Context: an optimization exercise on an open-source flow, tuned for small area and a short achievable clock period. The choices shown serve that exercise and are no tape-out recipe. Where RTL was checked, it was by simulation tests only, not by an equivalence proof against the original. Power and IR drop assume default switching activity.

==> module Add8, before the edit <==
module Add8(
		input [7:0] a,
		input [7:0] b,
		output [7:0] y
	);
	wire [7:0] g = a & b;
	wire [7:0] p = a ^ b;
	wire [7:0] g1, p1;
	wire [7:0] g2, p2;
	wire [7:0] g3;
	genvar i;
	generate
		for (i = 0; i < 8; i = i + 1) begin : g_l1
			if (i % 2 == 1) begin : g_m
				assign g1[i] = g[i] | (p[i] & g[i - 1]);
				assign p1[i] = p[i] & p[i - 1];
			end else begin : g_k
				assign g1[i] = g[i];
				assign p1[i] = p[i];
			end
		end
		for (i = 0; i < 8; i = i + 1) begin : g_l2
			if (i % 4 >= 2) begin : g_m
				assign g2[i] = g1[i] | (p1[i] & g1[(i / 4) * 4 + 1]);
				assign p2[i] = p1[i] & p1[(i / 4) * 4 + 1];
			end else begin : g_k
				assign g2[i] = g1[i];
				assign p2[i] = p1[i];
			end
		end
		for (i = 0; i < 8; i = i + 1) begin : g_l3
			if (i >= 4) begin : g_m
				assign g3[i] = g2[i] | (p2[i] & g2[3]);
			end else begin : g_k
				assign g3[i] = g2[i];
			end
		end
	endgenerate
	assign y = p ^ {g3[6:0], 1'b0};
endmodule
export LEC_CHECK = 0
export CAP_MARGIN = 20
export CORE_MARGIN = 2
export CORE_UTILIZATION = 40
export CTS_CLUSTER_DIAMETER = 60
export CTS_CLUSTER_SIZE = 30
export SETUP_SLACK_MARGIN = 3.0
export SLEW_MARGIN = 20
export SYNTH_HIERARCHICAL = 1
export SYNTH_MINIMUM_KEEP_SIZE = 0
export TNS_END_PERCENT = 0
create_clock -name core_clock -period 5.5 [get_ports {clk}]
standard.sh (not shown) runs the stock make flow with config.mk's settings and CLKGATE_MAP_FILE= SYNTH_SCRIPT=/design/flow/synth_recipe.tcl, a recipe that flattens the netlist after the stock synthesis.
==> flow/flow/run.sh <==
#!/bin/bash
# Standard layout, with the port buffers made of buf_1 cells instead of the
# cell buffer_ports picks by itself.
set -euo pipefail
export BUFFER_PORTS_ARGS="-buffer_cell sky130_fd_sc_hd__buf_1"
bash standard.sh > standard_make.log 2>&1
==> next run, changes <==
--- a/flow/design.v
+++ b/flow/design.v
@@ -48,40 +48,7 @@
 		input [7:0] b,
 		output [7:0] y
 	);
-	wire [7:0] g = a & b;
-	wire [7:0] p = a ^ b;
-	wire [7:0] g1, p1;
-	wire [7:0] g2, p2;
-	wire [7:0] g3;
-	genvar i;
-	generate
-		for (i = 0; i < 8; i = i + 1) begin : g_l1
-			if (i % 2 == 1) begin : g_m
-				assign g1[i] = g[i] | (p[i] & g[i - 1]);
-				assign p1[i] = p[i] & p[i - 1];
-			end else begin : g_k
-				assign g1[i] = g[i];
-				assign p1[i] = p[i];
-			end
-		end
-		for (i = 0; i < 8; i = i + 1) begin : g_l2
-			if (i % 4 >= 2) begin : g_m
-				assign g2[i] = g1[i] | (p1[i] & g1[(i / 4) * 4 + 1]);
-				assign p2[i] = p1[i] & p1[(i / 4) * 4 + 1];
-			end else begin : g_k
-				assign g2[i] = g1[i];
-				assign p2[i] = p1[i];
-			end
-		end
-		for (i = 0; i < 8; i = i + 1) begin : g_l3
-			if (i >= 4) begin : g_m
-				assign g3[i] = g2[i] | (p2[i] & g2[3]);
-			end else begin : g_k
-				assign g3[i] = g2[i];
-			end
-		end
-	endgenerate
-	assign y = p ^ {g3[6:0], 1'b0};
+	assign y = a + b;
 endmodule
 `timescale 1ns / 1ps
 `timescale 1ns / 1ps
Result:
- via count went up by a few percent
- sequential power hardly moves
- die area rose slightly
- maximum frequency climbs by a few percent
- global-route usage is higher by 0.52 points
- clock power stays flat
- routed wire length went up slightly
- worst setup slack improved by 0.073 ns
- first-iteration DRC count came out higher by a few percent
No functional check of the RTL was part of any run of this note.


== P ==
The RTL this note starts from:
==> flow/design.v <==
`timescale 1ns / 1ps
module BankRows(
		input [4:0] x,
		output [2:0] row0,
		output [2:0] row1,
		output [2:0] row2,
		output [2:0] row3
	);
	assign row0 = x[4:2] + {2'b00, x[1:0] == 2'd3};
	assign row1 = x[4:2];
	assign row2 = x[4:2] - {2'b00, x[1:0] == 2'd0};
	assign row3 = x[4:2] - {2'b00, ~x[1]};
endmodule
module AddImm(
		input [7:0] a,
		input [1:0] ic,
		output [7:0] y
	);
	reg [7:0] flip;
	integer k;
	always @(*) begin
		for (k = 0; k < 8; k = k + 1) begin
			case (ic)
				2'd0: flip[k] = 1'b0;
				2'd1: flip[k] = &(a | ~((8'd1 << k) - 8'd1));
				2'd2: flip[k] = (k == 0) ? 1'b0 : ~|(a & ((8'd1 << k) - 8'd2));
				default: flip[k] = ~|(a & ((8'd1 << k) - 8'd1));
			endcase
		end
	end
	assign y = a ^ flip;
endmodule
module BankSel(
		input [3:0] xh,
		input [3:0] ich,
		output [3:0] bank
	);
	genvar k;
	generate
		for (k = 0; k < 4; k = k + 1) begin : g_k
			assign bank[k] = (ich[0] & xh[k]) | (ich[1] & xh[(k + 3) % 4]) |
				(ich[2] & xh[(k + 2) % 4]) | (ich[3] & xh[(k + 1) % 4]);
		end
	endgenerate
endmodule
`timescale 1ns / 1ps
`timescale 1ns / 1ps
module Seg2 #(parameter [3:0] TABLE = 4'b0000) (
		input [1:0] x,
		output y
	);
	assign y = TABLE[x];
endmodule
module OpDecoder(
		input [1:0] op,
		output [6:0] seg
	);
	Seg2 #(4'b0101) s0(.x(op), .y(seg[0]));
	Seg2 #(4'b1001) s1(.x(op), .y(seg[1]));
	Seg2 #(4'b1101) s2(.x(op), .y(seg[2]));
	Seg2 #(4'b1110) s3(.x(op), .y(seg[3]));
	Seg2 #(4'b0011) s4(.x(op), .y(seg[4]));
	Seg2 #(4'b0111) s5(.x(op), .y(seg[5]));
	Seg2 #(4'b0101) s6(.x(op), .y(seg[6]));
endmodule
`timescale 1ns / 1ps
module HexDecoder(
		input [3:0] bcd,
		output [6:0] seg
	);
	assign seg = bcd == 4'd0 ? 7'b0111111 :
		bcd == 4'd1 ? 7'b0000110 :
		bcd == 4'd2 ? 7'b1011011 :
		bcd == 4'd3 ? 7'b1001111 :
		bcd == 4'd4 ? 7'b1100110 :
		bcd == 4'd5 ? 7'b1101101 :
		bcd == 4'd6 ? 7'b1111101 :
		bcd == 4'd7 ? 7'b0000111 :
		bcd == 4'd8 ? 7'b1111111 :
		bcd == 4'd9 ? 7'b1101111 :
		bcd == 4'd10 ? 7'b1110111 :
		bcd == 4'd11 ? 7'b1111100 :
		bcd == 4'd12 ? 7'b0111001 :
		bcd == 4'd13 ? 7'b1011110 :
		bcd == 4'd14 ? 7'b1111001 :
		7'b1110001;
endmodule
module HexDecoder2(
		input [1:0] bcd,
		output reg [6:0] seg
	);
	always @(*) begin
		case (bcd)
			2'd0: seg = 7'b0111111;
			2'd1: seg = 7'b0000110;
			2'd2: seg = 7'b1011011;
			default: seg = 7'b1001111;
		endcase
	end
endmodule
`timescale 1ns / 1ps
module Sel4 #(parameter W = 8) (
		input [3:0] sel,
		input [W-1:0] d0,
		input [W-1:0] d1,
		input [W-1:0] d2,
		input [W-1:0] d3,
		output [W-1:0] y
	);
	assign y = ({W{sel[0]}} & d0) | ({W{sel[1]}} & d1) | ({W{sel[2]}} & d2) | ({W{sel[3]}} & d3);
endmodule
module Dec2(
		input [1:0] x,
		output [3:0] y
	);
	assign y = 4'b0001 << x;
endmodule
module NextVal(
		input ld,
		input [7:0] ldata,
		input sel_alt,
		input [7:0] alt,
		input [7:0] hold,
		output [7:0] next
	);
	assign next = ld ? ldata : sel_alt ? alt : hold;
endmodule
`timescale 1ns / 1ps
module RowDec(
		input [2:0] row,
		output [7:0] y
	);
	assign y = 8'b00000001 << row;
endmodule
module BankRead(
		input [7:0] rsel,
		input [63:0] bytes,
		output [7:0] data
	);
	reg [7:0] y;
	integer r;
	always @(*) begin
		y = 8'd0;
		for (r = 0; r < 8; r = r + 1)
			y = y | ({8{rsel[r]}} & bytes[r * 8 +: 8]);
	end
	assign data = y;
endmodule
`timescale 1ns / 1ps
module Microprocessor(
		input clk,
		input reset,
		input [7:0] instruction,
		output reg [7:0] pc,
		output [6:0] display_low,
		output [6:0] display_high,
		output [6:0] display_op,
		output [6:0] display_rs,
		output [6:0] display_rt,
		output [6:0] display_rd,
		output [4:0] display_pc
	);
	wire [1:0] op = instruction[7:6];
	wire [1:0] rs = instruction[5:4];
	wire [1:0] rt = instruction[3:2];
	wire [1:0] rd = instruction[1:0];
	wire [1:0] ic = instruction[1:0];
	wire [7:0] imm = {{7{instruction[1]}}, instruction[0]};
	wire is_add   = op == 2'b00;
	wire is_load  = op == 2'b01;
	wire is_store = op == 2'b10;
	wire is_jump  = op == 2'b11;
	reg [7:0] R [0:3];
	reg [7:0] M [0:31];
	reg [7:0] disp;
	wire [3:0] rs_oh, rt_oh;
	Dec2 dec_rs(.x(rs), .y(rs_oh));
	Dec2 dec_rt(.x(rt), .y(rt_oh));
	wire [7:0] a, b;
	Sel4 #(8) read_a(.sel(rs_oh), .d0(R[0]), .d1(R[1]), .d2(R[2]), .d3(R[3]), .y(a));
	Sel4 #(8) read_b(.sel(rt_oh), .d0(R[0]), .d1(R[1]), .d2(R[2]), .d3(R[3]), .y(b));
	wire [7:0] sum = a + b;
	wire [7:0] ea;
	AddImm add_imm(.a(a), .ic(ic), .y(ea));
	wire [2:0] rows [0:3][0:3];
	genvar g, h;
	generate
		for (g = 0; g < 4; g = g + 1) begin : g_rows
			BankRows bank_rows(.x(R[g][4:0]), .row0(rows[g][0]), .row1(rows[g][1]),
				.row2(rows[g][2]), .row3(rows[g][3]));
		end
	endgenerate
	wire [3:0] ic_oh;
	Dec2 dec_ic(.x(ic), .y(ic_oh));
	wire [3:0] a_oh;
	Dec2 dec_a(.x(a[1:0]), .y(a_oh));
	wire [3:0] bank;
	BankSel bank_sel(.xh(a_oh), .ich(ic_oh), .bank(bank));
	wire [31:0] we;
	wire [7:0] bword [0:3];
	generate
		for (h = 0; h < 4; h = h + 1) begin : g_bank
			wire [2:0] row;
			Sel4 #(3) row_sel(.sel(rs_oh), .d0(rows[0][h]), .d1(rows[1][h]), .d2(rows[2][h]),
				.d3(rows[3][h]), .y(row));
			wire [7:0] row_oh;
			RowDec row_dec(.row(row), .y(row_oh));
			wire [63:0] bytes;
			for (g = 0; g < 8; g = g + 1) begin : g_byte
				assign bytes[g * 8 +: 8] = M[g * 4 + h];
				assign we[g * 4 + h] = is_store & bank[h] & row_oh[g];
			end
			BankRead bank_read(.rsel(row_oh), .bytes(bytes), .data(bword[h]));
		end
	endgenerate
	wire [7:0] mdata;
	Sel4 #(8) data_sel(.sel(bank), .d0(bword[0]), .d1(bword[1]), .d2(bword[2]), .d3(bword[3]),
		.y(mdata));
	wire [7:0] rnext [0:3];
	wire [7:0] dnext;
	generate
		for (g = 0; g < 4; g = g + 1) begin : g_rnext
			NextVal next_r(.ld(is_load & rt_oh[g]), .ldata(mdata),
				.sel_alt(is_add & (rd == g)), .alt(sum), .hold(R[g]), .next(rnext[g]));
		end
	endgenerate
	NextVal next_d(.ld(is_load), .ldata(mdata), .sel_alt(is_store), .alt(ea), .hold(sum), .next(dnext));
	always @(posedge reset or posedge clk) begin
		if (reset) begin
			R[0] <= 8'd0;
			R[1] <= 8'd0;
			R[2] <= 8'd0;
			R[3] <= 8'd0;
		end else begin
			R[0] <= rnext[0];
			R[1] <= rnext[1];
			R[2] <= rnext[2];
			R[3] <= rnext[3];
		end
	end
	integer i;
	always @(posedge reset or posedge clk) begin
		if (reset) begin
			for (i = 0; i < 16; i = i + 1) begin
				M[i] <= i;
				M[i + 16] <= -i;
			end
		end else begin
			for (i = 0; i < 32; i = i + 1)
				if (we[i])
					M[i] <= b;
		end
	end
	always @(posedge reset or posedge clk) begin
		if (reset) begin
			pc <= 8'd0;
			disp <= 8'd0;
		end else begin
			pc <= pc + (is_jump ? imm + 8'd1 : 8'd1);
			disp <= dnext;
		end
	end
	assign display_pc = pc[4:0];
	HexDecoder d_low(.bcd(disp[3:0]), .seg(display_low));
	HexDecoder d_high(.bcd(disp[7:4]), .seg(display_high));
	HexDecoder2 d_rs(.bcd(rs), .seg(display_rs));
	HexDecoder2 d_rt(.bcd(rt), .seg(display_rt));
	HexDecoder2 d_rd(.bcd(rd), .seg(display_rd));
	OpDecoder d_op(.op(op), .seg(display_op));
endmodule
==> flow/config.mk <==
export PLATFORM = sky130hd
export DESIGN_NAME = Microprocessor
export DESIGN_NICKNAME = Microprocessor
export VERILOG_FILES = /design/flow/design.v
export SDC_FILE = /design/flow/constraint.sdc
export NUM_CORES = 4
export LEC_CHECK = 0
export CAP_MARGIN = 20
export CORE_MARGIN = 2
export CORE_UTILIZATION = 40
export CTS_BUF_LIST = sky130_fd_sc_hd__clkbuf_8
export CTS_CLUSTER_DIAMETER = 50
export CTS_CLUSTER_SIZE = 25
export SETUP_SLACK_MARGIN = 3.0
export SLEW_MARGIN = 20
export SYNTH_HIERARCHICAL = 1
export SYNTH_MINIMUM_KEEP_SIZE = 0
export TNS_END_PERCENT = 0
==> flow/constraint.sdc <==
create_clock -name core_clock -period 5.5 [get_ports {clk}]
set_input_delay 1.1000 -clock core_clock [delete_from_list [all_inputs] [get_ports {clk}]]
set_output_delay 1.1000 -clock core_clock [all_outputs]
set_load 0.01 [all_outputs]
Scripts as last shown in full above: flow/flow/run.sh
> inputs changed (P -> Q)
--- a/flow/design.v
+++ b/flow/design.v
@@ -109,4 +109,21 @@
 	);
 	assign y = ({W{sel[0]}} & d0) | ({W{sel[1]}} & d1) | ({W{sel[2]}} & d2) | ({W{sel[3]}} & d3);
+endmodule
+module Mux4 #(parameter W = 8) (
+		input [1:0] sel,
+		input [W-1:0] d0,
+		input [W-1:0] d1,
+		input [W-1:0] d2,
+		input [W-1:0] d3,
+		output reg [W-1:0] y
+	);
+	always @(*) begin
+		case (sel)
+			2'd0: y = d0;
+			2'd1: y = d1;
+			2'd2: y = d2;
+			default: y = d3;
+		endcase
+	end
 endmodule
 module Dec2(
@@ -178,6 +195,6 @@
 	Dec2 dec_rt(.x(rt), .y(rt_oh));
 	wire [7:0] a, b;
-	Sel4 #(8) read_a(.sel(rs_oh), .d0(R[0]), .d1(R[1]), .d2(R[2]), .d3(R[3]), .y(a));
-	Sel4 #(8) read_b(.sel(rt_oh), .d0(R[0]), .d1(R[1]), .d2(R[2]), .d3(R[3]), .y(b));
+	Mux4 #(8) read_a(.sel(rs), .d0(R[0]), .d1(R[1]), .d2(R[2]), .d3(R[3]), .y(a));
+	Mux4 #(8) read_b(.sel(rt), .d0(R[0]), .d1(R[1]), .d2(R[2]), .d3(R[3]), .y(b));
 	wire [7:0] sum = a + b;
 	wire [7:0] ea;
@@ -202,5 +219,5 @@
 		for (h = 0; h < 4; h = h + 1) begin : g_bank
 			wire [2:0] row;
-			Sel4 #(3) row_sel(.sel(rs_oh), .d0(rows[0][h]), .d1(rows[1][h]), .d2(rows[2][h]),
+			Mux4 #(3) row_sel(.sel(rs), .d0(rows[0][h]), .d1(rows[1][h]), .d2(rows[2][h]),
 				.d3(rows[3][h]), .y(row));
 			wire [7:0] row_oh;
==> run summary <==
Per the final summary, Q finished and its layout is clean on timing, DRC and antenna.
Q vs P — total chip power climbed slightly
Compared with P, Q has less setup slack.
reg -> reg as the path type of the worst min-delay path was reported by Q, and in -> async by P.
Per the comparison of Q with P, die outline area ~0 delta; overall via count from detail_route ~0 delta; sequential portion of the cell area -0.47 points; worst max-slew margin expressed relative to the limit -14 points; final critical-path share of the clock period +3.6 points.
Per the comparison of Q with P, area used by multi-input combinational logic now sits higher; sequential cell count shows no meaningful change.
For Q, only the layout was checked, not whether the RTL still works.

==> what the ideal ports hide <==
Ports are ideal in the flow. The routed layouts listed here were re-timed in OpenROAD. Step 1, drivers: a clkbuf_16 drives clk and a buf_2 each remaining input, both assumed. Step 2, shift: input delay + t, output delay - t, t = (earliest + latest rising clock arrival at the registers) / 2. This alone moves slack from input paths to output paths. Three values: no drivers, after step 1, after step 2; two values: the first two.
run | t (ns) | setup slack, ns | worst setup path at the end
the first run of note 1 | 0.613 | 2.382 / 2.395 / 1.783 | input to register
the second run of note 1 | 0.607 | 2.455 / 2.486 / 1.880 | input to register
P | 0.617 | 2.458 / 2.458 / 1.872 | input to register
Q | 0.612 | 2.258 / 2.258 / 1.696 | input to register
After both steps setup and hold are still met in every run listed. For the first run of note 1, which loses most, drivers alone change the setup slack by +0.013 ns; drivers and shift together by -0.599 ns.
